Background: an optimization exercise with open tools, aiming at small area. Do not read the settings as production practice. In this exercise RTL edits were held to simulation tests only and were not proved equivalent to the original.

==> tundra <==
==> flow/design.v <==
module slave_template (
	clk,
	reset,
	slave_address,
	slave_read,
	slave_write,
	slave_readdata,
	slave_writedata,
	slave_byteenable,
	slave_irq,
	user_dataout_0,
	user_dataout_1,
	user_dataout_2,
	user_dataout_3,
	user_dataout_4,
	user_dataout_5,
	user_dataout_6,
	user_dataout_7,
	user_dataout_8,
	user_dataout_9,
	user_dataout_10,
	user_dataout_11,
	user_dataout_12,
	user_dataout_13,
	user_dataout_14,
	user_dataout_15,
	user_datain_0,
	user_datain_1,
	user_datain_2,
	user_datain_3,
	user_datain_4,
	user_datain_5,
	user_datain_6,
	user_datain_7,
	user_datain_8,
	user_datain_9,
	user_datain_10,
	user_datain_11,
	user_datain_12,
	user_datain_13,
	user_datain_14,
	user_datain_15,
	user_chipselect,
	user_byteenable,
	user_write,
	user_read
);
	input clk;
	input reset;
	input [8:0] slave_address;
	input slave_read;
	input slave_write;
	output wire [31:0] slave_readdata;
	input [31:0] slave_writedata;
	input [3:0] slave_byteenable;
	output wire slave_irq;
	output wire [31:0] user_dataout_0;
	output wire [31:0] user_dataout_1;
	output wire [31:0] user_dataout_2;
	output wire [31:0] user_dataout_3;
	output wire [31:0] user_dataout_4;
	output wire [31:0] user_dataout_5;
	output wire [31:0] user_dataout_6;
	output wire [31:0] user_dataout_7;
	output wire [31:0] user_dataout_8;
	output wire [31:0] user_dataout_9;
	output wire [31:0] user_dataout_10;
	output wire [31:0] user_dataout_11;
	output wire [31:0] user_dataout_12;
	output wire [31:0] user_dataout_13;
	output wire [31:0] user_dataout_14;
	output wire [31:0] user_dataout_15;
	input [31:0] user_datain_0;
	input [31:0] user_datain_1;
	input [31:0] user_datain_2;
	input [31:0] user_datain_3;
	input [31:0] user_datain_4;
	input [31:0] user_datain_5;
	input [31:0] user_datain_6;
	input [31:0] user_datain_7;
	input [31:0] user_datain_8;
	input [31:0] user_datain_9;
	input [31:0] user_datain_10;
	input [31:0] user_datain_11;
	input [31:0] user_datain_12;
	input [31:0] user_datain_13;
	input [31:0] user_datain_14;
	input [31:0] user_datain_15;
	output wire [15:0] user_chipselect;
	output wire [3:0] user_byteenable;
	output wire user_write;
	output wire user_read;
	wire [3:0] word = slave_address[7:4];
	wire [1:0] rsel = slave_address[1:0];
	wire src_sel = (slave_address == 9'h100);
	wire dout_wr = slave_write & (rsel == 2'd1);
	wire mask_wr = slave_write & (rsel == 2'd2);
	wire clr_wr  = slave_write & (rsel == 2'd3);
	reg slave_write_d1;
	reg [3:0] word_d1;
	reg [3:0] byteenable_d1;
	always @(posedge clk or posedge reset)
		if (reset) slave_write_d1 <= 1'b0;
		else slave_write_d1 <= slave_write;
	always @(posedge clk) begin
		word_d1 <= word;
		byteenable_d1 <= slave_byteenable;
	end
	wire [15:0] dec_now = (slave_read | slave_write) ? (16'd1 << word) : 16'd0;
	wire [15:0] dec_d1 = 16'd1 << word_d1;
	assign user_chipselect = slave_write_d1 ? dec_d1 : dec_now;
	assign user_byteenable = slave_write_d1 ? byteenable_d1 : slave_byteenable;
	assign user_write = slave_write_d1;
	assign user_read = slave_read;
	wire [31:0] din [0:15];
	reg [511:0] dout;
	wire [31:0] mask [0:15];
	wire [31:0] ecap [0:15];
	wire [15:0] irq;
	assign din[0] = user_datain_0;
	assign user_dataout_0 = dout[31:0];
	assign din[1] = user_datain_1;
	assign user_dataout_1 = dout[63:32];
	assign din[2] = user_datain_2;
	assign user_dataout_2 = dout[95:64];
	assign din[3] = user_datain_3;
	assign user_dataout_3 = dout[127:96];
	assign din[4] = user_datain_4;
	assign user_dataout_4 = dout[159:128];
	assign din[5] = user_datain_5;
	assign user_dataout_5 = dout[191:160];
	assign din[6] = user_datain_6;
	assign user_dataout_6 = dout[223:192];
	assign din[7] = user_datain_7;
	assign user_dataout_7 = dout[255:224];
	assign din[8] = user_datain_8;
	assign user_dataout_8 = dout[287:256];
	assign din[9] = user_datain_9;
	assign user_dataout_9 = dout[319:288];
	assign din[10] = user_datain_10;
	assign user_dataout_10 = dout[351:320];
	assign din[11] = user_datain_11;
	assign user_dataout_11 = dout[383:352];
	assign din[12] = user_datain_12;
	assign user_dataout_12 = dout[415:384];
	assign din[13] = user_datain_13;
	assign user_dataout_13 = dout[447:416];
	assign din[14] = user_datain_14;
	assign user_dataout_14 = dout[479:448];
	assign din[15] = user_datain_15;
	assign user_dataout_15 = dout[511:480];
	genvar K, B;
	generate
		for (K = 0; K < 16; K = K + 1) begin : g_word
			for (B = 0; B < 4; B = B + 1) begin : g_lane
				always @(posedge clk or posedge reset)
					if (reset) dout[K*32+B*8+7:K*32+B*8] <= 8'd0;
					else if (dout_wr && word == K && slave_byteenable[B]) dout[K*32+B*8+7:K*32+B*8] <= slave_writedata[B*8+7:B*8];
			end
			interrupt_logic u_irq (
				.clk(clk), .reset(reset), .data_in(din[K]), .write_data(slave_writedata),
				.mask_wr(mask_wr && word == K), .clr_wr(clr_wr && word == K),
				.irq_mask(mask[K]), .edge_capture(ecap[K]), .irq_out(irq[K]));
		end
	endgenerate
	assign slave_irq = |irq;
	reg [4:0] src;
	integer j;
	always @(*) begin
		src = 5'd0;
		for (j = 15; j >= 0; j = j - 1)
			if (irq[j]) src = j + 1;
	end
	reg [31:0] rd_now;
	always @(*) begin
		if (src_sel) rd_now = {27'd0, src};
		else case (rsel)
			2'd0: rd_now = din[word];
			2'd1: rd_now = 32'd0;
			2'd2: rd_now = mask[word];
			default: rd_now = ecap[word];
		endcase
	end
	reg [31:0] rd_d1, rd_d2, rd_d3;
	always @(posedge clk) begin
		rd_d1 <= rd_now;
		rd_d2 <= rd_d1;
		rd_d3 <= rd_d2;
	end
	assign slave_readdata = rd_d3;
endmodule
module interrupt_logic (
	input clk,
	input reset,
	input [31:0] data_in,
	input [31:0] write_data,
	input mask_wr,
	input clr_wr,
	output reg [31:0] irq_mask,
	output reg [31:0] edge_capture,
	output wire irq_out
);
	reg [31:0] data_in_d1, data_in_d2, data_in_d3;
	always @(posedge clk or posedge reset)
		if (reset) begin
			data_in_d1 <= 32'd0;
			data_in_d2 <= 32'd0;
			data_in_d3 <= 32'd0;
		end else begin
			data_in_d1 <= data_in;
			data_in_d2 <= data_in_d1;
			data_in_d3 <= data_in_d2;
		end
	always @(posedge clk or posedge reset)
		if (reset) irq_mask <= 32'd0;
		else if (mask_wr) irq_mask <= write_data;
	always @(posedge clk or posedge reset)
		if (reset) edge_capture <= 32'd0;
		else edge_capture <= (edge_capture | (data_in_d2 & ~data_in_d3)) & ~({32{clr_wr}} & write_data);
	assign irq_out = |(edge_capture & irq_mask);
endmodule
==> flow/flow/run.sh <==
#!/bin/bash
# Standard ORFS layout, with small port buffers and no CTS dummy loads.
cp standard.sh standard.sh.txt 2>/dev/null
export BUFFER_PORTS_ARGS="-buffer_cell sky130_fd_sc_hd__buf_1"
export CTS_ARGS="-sink_clustering_enable -repair_clock_nets -dont_use_dummy_load"
bash standard.sh > standard.log 2>&1
==> flow/standard.sh <==
#!/bin/bash
# synth_recipe.tcl (not shown) runs the flow's synth.tcl, then flattens the netlist and writes it again
# the make line also repeats each setting of config.mk as NAME=value (left out here)
make -C /OpenROAD-flow-scripts/flow DESIGN_CONFIG=/design/flow/config.mk WORK_HOME=/design/flow/orfs CLKGATE_MAP_FILE= SYNTH_SCRIPT=/design/flow/synth_recipe.tcl "${@:-finish}"
==> flow/config.mk <==
export PLATFORM = sky130hd
export DESIGN_NAME = slave_template
export DESIGN_NICKNAME = slave_template
export VERILOG_FILES = /design/flow/design.v
export SDC_FILE = /design/flow/constraint.sdc
export NUM_CORES = 4
export LEC_CHECK = 0
export CAP_MARGIN = 20
export CORE_MARGIN = 2
export CORE_UTILIZATION = 40
export SLEW_MARGIN = 20
==> flow/constraint.sdc <==
create_clock -name core_clock -period 6.0 [get_ports {clk}]
set_input_delay 1.2000 -clock core_clock [delete_from_list [all_inputs] [get_ports {clk}]]
set_output_delay 1.2000 -clock core_clock [all_outputs]
set_load 0.01 [all_outputs]
==> amber: changes against tundra <==
--- a/flow/design.v
+++ b/flow/design.v
@@ -172,13 +172,14 @@
 			if (irq[j]) src = j + 1;
 	end
+	wire [15:0] wsel = 16'd1 << word;
+	wire [15:0] sel_din  = wsel & {16{~src_sel & (rsel == 2'd0)}};
+	wire [15:0] sel_mask = wsel & {16{rsel == 2'd2}};
+	wire [15:0] sel_ecap = wsel & {16{rsel == 2'd3}};
 	reg [31:0] rd_now;
+	integer m;
 	always @(*) begin
-		if (src_sel) rd_now = {27'd0, src};
-		else case (rsel)
-			2'd0: rd_now = din[word];
-			2'd1: rd_now = 32'd0;
-			2'd2: rd_now = mask[word];
-			default: rd_now = ecap[word];
-		endcase
+		rd_now = {27'd0, src & {5{src_sel}}};
+		for (m = 0; m < 16; m = m + 1)
+			rd_now = rd_now | (din[m] & {32{sel_din[m]}}) | (mask[m] & {32{sel_mask[m]}}) | (ecap[m] & {32{sel_ecap[m]}});
 	end
 	reg [31:0] rd_d1, rd_d2, rd_d3;
==> flow/flow/run.sh (replaced) <==
#!/bin/bash
# Layout flow: the standard synthesis, an area re-mapping of the logic between the
# registers, then the standard ORFS layout with:
#  - ports buffered with buf_1 instead of the default delay buffer,
#  - clock tree built from clkbuf_8 leaf clusters of up to 16 sinks, no dummy loads.
# Each tool's output goes to a log in this folder.
set -euo pipefail
export BUFFER_PORTS_ARGS="-buffer_cell sky130_fd_sc_hd__buf_1"
export CTS_ARGS="-sink_clustering_enable -repair_clock_nets -dont_use_dummy_load -buf_list sky130_fd_sc_hd__clkbuf_8 -sink_clustering_size 16 -sink_clustering_max_diameter 60"
YOSYS=$(command -v yosys || echo "$FLOW_HOME/../tools/install/yosys/bin/yosys")
R=orfs/results/$FLOW_PLATFORM/slave_template/base

bash standard.sh synth > synth.log 2>&1
cp $R/1_2_yosys.v standard_synth.v
REMAP_IN=standard_synth.v REMAP_OUT=remapped.v "$YOSYS" -c flow/remap.tcl > remap.log 2>&1
cp remapped.v $R/1_2_yosys.v
rm -f $R/1_synth.odb $R/1_synth.sdc
bash standard.sh > standard.log 2>&1
==> flow/flow/remap.abc (new file) <==
strash; dch; map -a; strash; dch; map -a; strash; dch; map -a; topo
==> flow/flow/remap.tcl (new file) <==
# Area-oriented re-mapping of the combinational logic of the standard synthesis netlist.
# Registers are kept as they are (same instances, names and cell types); only the logic
# between them is re-mapped with ABC's area mapper.
set lib $::env(FLOW_HOME)/platforms/sky130hd/lib/sky130_fd_sc_hd__tt_025C_1v80.lib
set in  $::env(REMAP_IN)
set out $::env(REMAP_OUT)
yosys read_liberty -ignore_miss_func $lib
yosys read_verilog $in
yosys hierarchy -top $::env(FLOW_TOP)
# every sequential cell the netlist uses stays a black box
set seq {}
foreach c [exec grep -oE {sky130_fd_sc_hd__(df|edf|sdf|dl)[a-z0-9_]*} $in] { if {[lsearch $seq $c] < 0} { lappend seq $c } }
puts "sequential cell types kept: $seq"
yosys blackbox {*}$seq
yosys flatten
yosys rename -hide w:_*_.*
yosys opt_clean -purge
yosys tee -o remap_pre.stat stat -liberty $lib
yosys abc -liberty $lib -dont_use sky130_fd_sc_hd__probe_p_8 -dont_use sky130_fd_sc_hd__probec_p_8 -dont_use sky130_fd_sc_hd__lpflow_* -script flow/remap.abc
yosys splitnets
yosys opt_clean -purge
yosys hilomap -singleton -hicell sky130_fd_sc_hd__conb_1 HI -locell sky130_fd_sc_hd__conb_1 LO
yosys insbuf -buf sky130_fd_sc_hd__buf_4 A X
yosys hierarchy -top $::env(FLOW_TOP)
yosys tee -o remap_post.stat stat -liberty $lib
yosys write_verilog -noattr -nohex -nodec $out
--- a/flow/config.mk
+++ b/flow/config.mk
@@ -6,6 +6,7 @@
 export NUM_CORES = 4
 export LEC_CHECK = 0
-export CAP_MARGIN = 20
+export CAP_MARGIN = 30
 export CORE_MARGIN = 2
-export CORE_UTILIZATION = 40
-export SLEW_MARGIN = 20
+export CORE_UTILIZATION = 60
+export SETUP_SLACK_MARGIN = 0.8
+export SLEW_MARGIN = 30
==> violet: changes against tundra <==
==> flow/run.sh (new file) <==
#!/bin/bash
# synth_recipe.tcl (not shown) runs the flow's synth.tcl, then flattens the netlist and writes it again
# the make line also repeats each setting of config.mk as NAME=value (left out here)
make -C /OpenROAD-flow-scripts/flow DESIGN_CONFIG=/design/flow/config.mk WORK_HOME=/design/flow/orfs CLKGATE_MAP_FILE= SYNTH_SCRIPT=/design/flow/synth_recipe.tcl finish
removed: flow/flow/run.sh
removed: flow/standard.sh
==> qor.yml <==
core_um2: 276700
outcome: "complete, no violations"
clk_pin_slew_ns: 0.06
max_slew_margin_pct: 15.93
grtUsageMet1_pct: 51.42
root_buffer: "clkbuf_16"
powerComb_mw: 4.47
startpoint: "g_word[3].u_irq.edge_capture[2]$_DFF_PP0_"
synth_top_family_by_area: "compound AO/OA/AOI/OAI gates"
vias: 85190
whs_endpoint: "rd_d3[22]$_DFF_P_"
synth_edf_count: 0
That was tundra.
==> qor.yml <==
setup_violations: 1
max_slew_margin_pct: 8.162
so_faults: "setup timing"
outcome: "complete, but fails checks"
core_um2: 276700
synth_edf_count: 0
whs_endpoint: "rd_d3[29]$_DFF_P_"
postLayoutSetupSlackWorst_ns: -0.03008
That was violet.
==> qor.yml <==
clk_pin_slew_ns: 0.10
startpoint: "g_word[6].u_irq.edge_capture[12]$_DFF_PP0_"
grtUsageMet1_pct: 71.74
vias: 96430
outcome: "complete, no violations"
root_buffer: "clkbuf_8"
whs_endpoint: "g_word[5].u_irq.data_in_d1[28]$_DFF_PP0_"
core_um2: 176500
max_slew_margin_pct: 18.88
That was amber.

[afterwards: timing with drivers on the ports]
The results above use ideal ports. As a check the final layouts listed here were re-extracted and re-timed, cells and wires unchanged. Step 1 (the two cells are an assumption about what drives the block):
set clk [get_ports {clk}]
set_driving_cell -lib_cell sky130_fd_sc_hd__clkbuf_16 $clk
set_driving_cell -lib_cell sky130_fd_sc_hd__buf_2 [delete_from_list [all_inputs] $clk]
Step 2 adds t to the input delays and takes it off the output delays; t is the mean of the earliest and latest rising clock arrival at the registers after step 1. Input paths then give back, and output paths get back, about the clock's delay inside the block. a / b / c = ideal / step 1 / step 2; a / b = the first two.
run	t, ns	setup WS [ns]	worst setup path at the end	pins driven straight from the clock port
tundra	1.107	0.120 / -0.006 / 0.915	input to register	1
amber	1.200	0.518 / 0.416 / 0.216	input to register	1
violet	1.112	-0.030 / -0.152 / 0.654	input to register	1
For amber, which loses most, drivers alone change the setup slack by -0.102 ns; drivers and shift together by -0.302 ns.
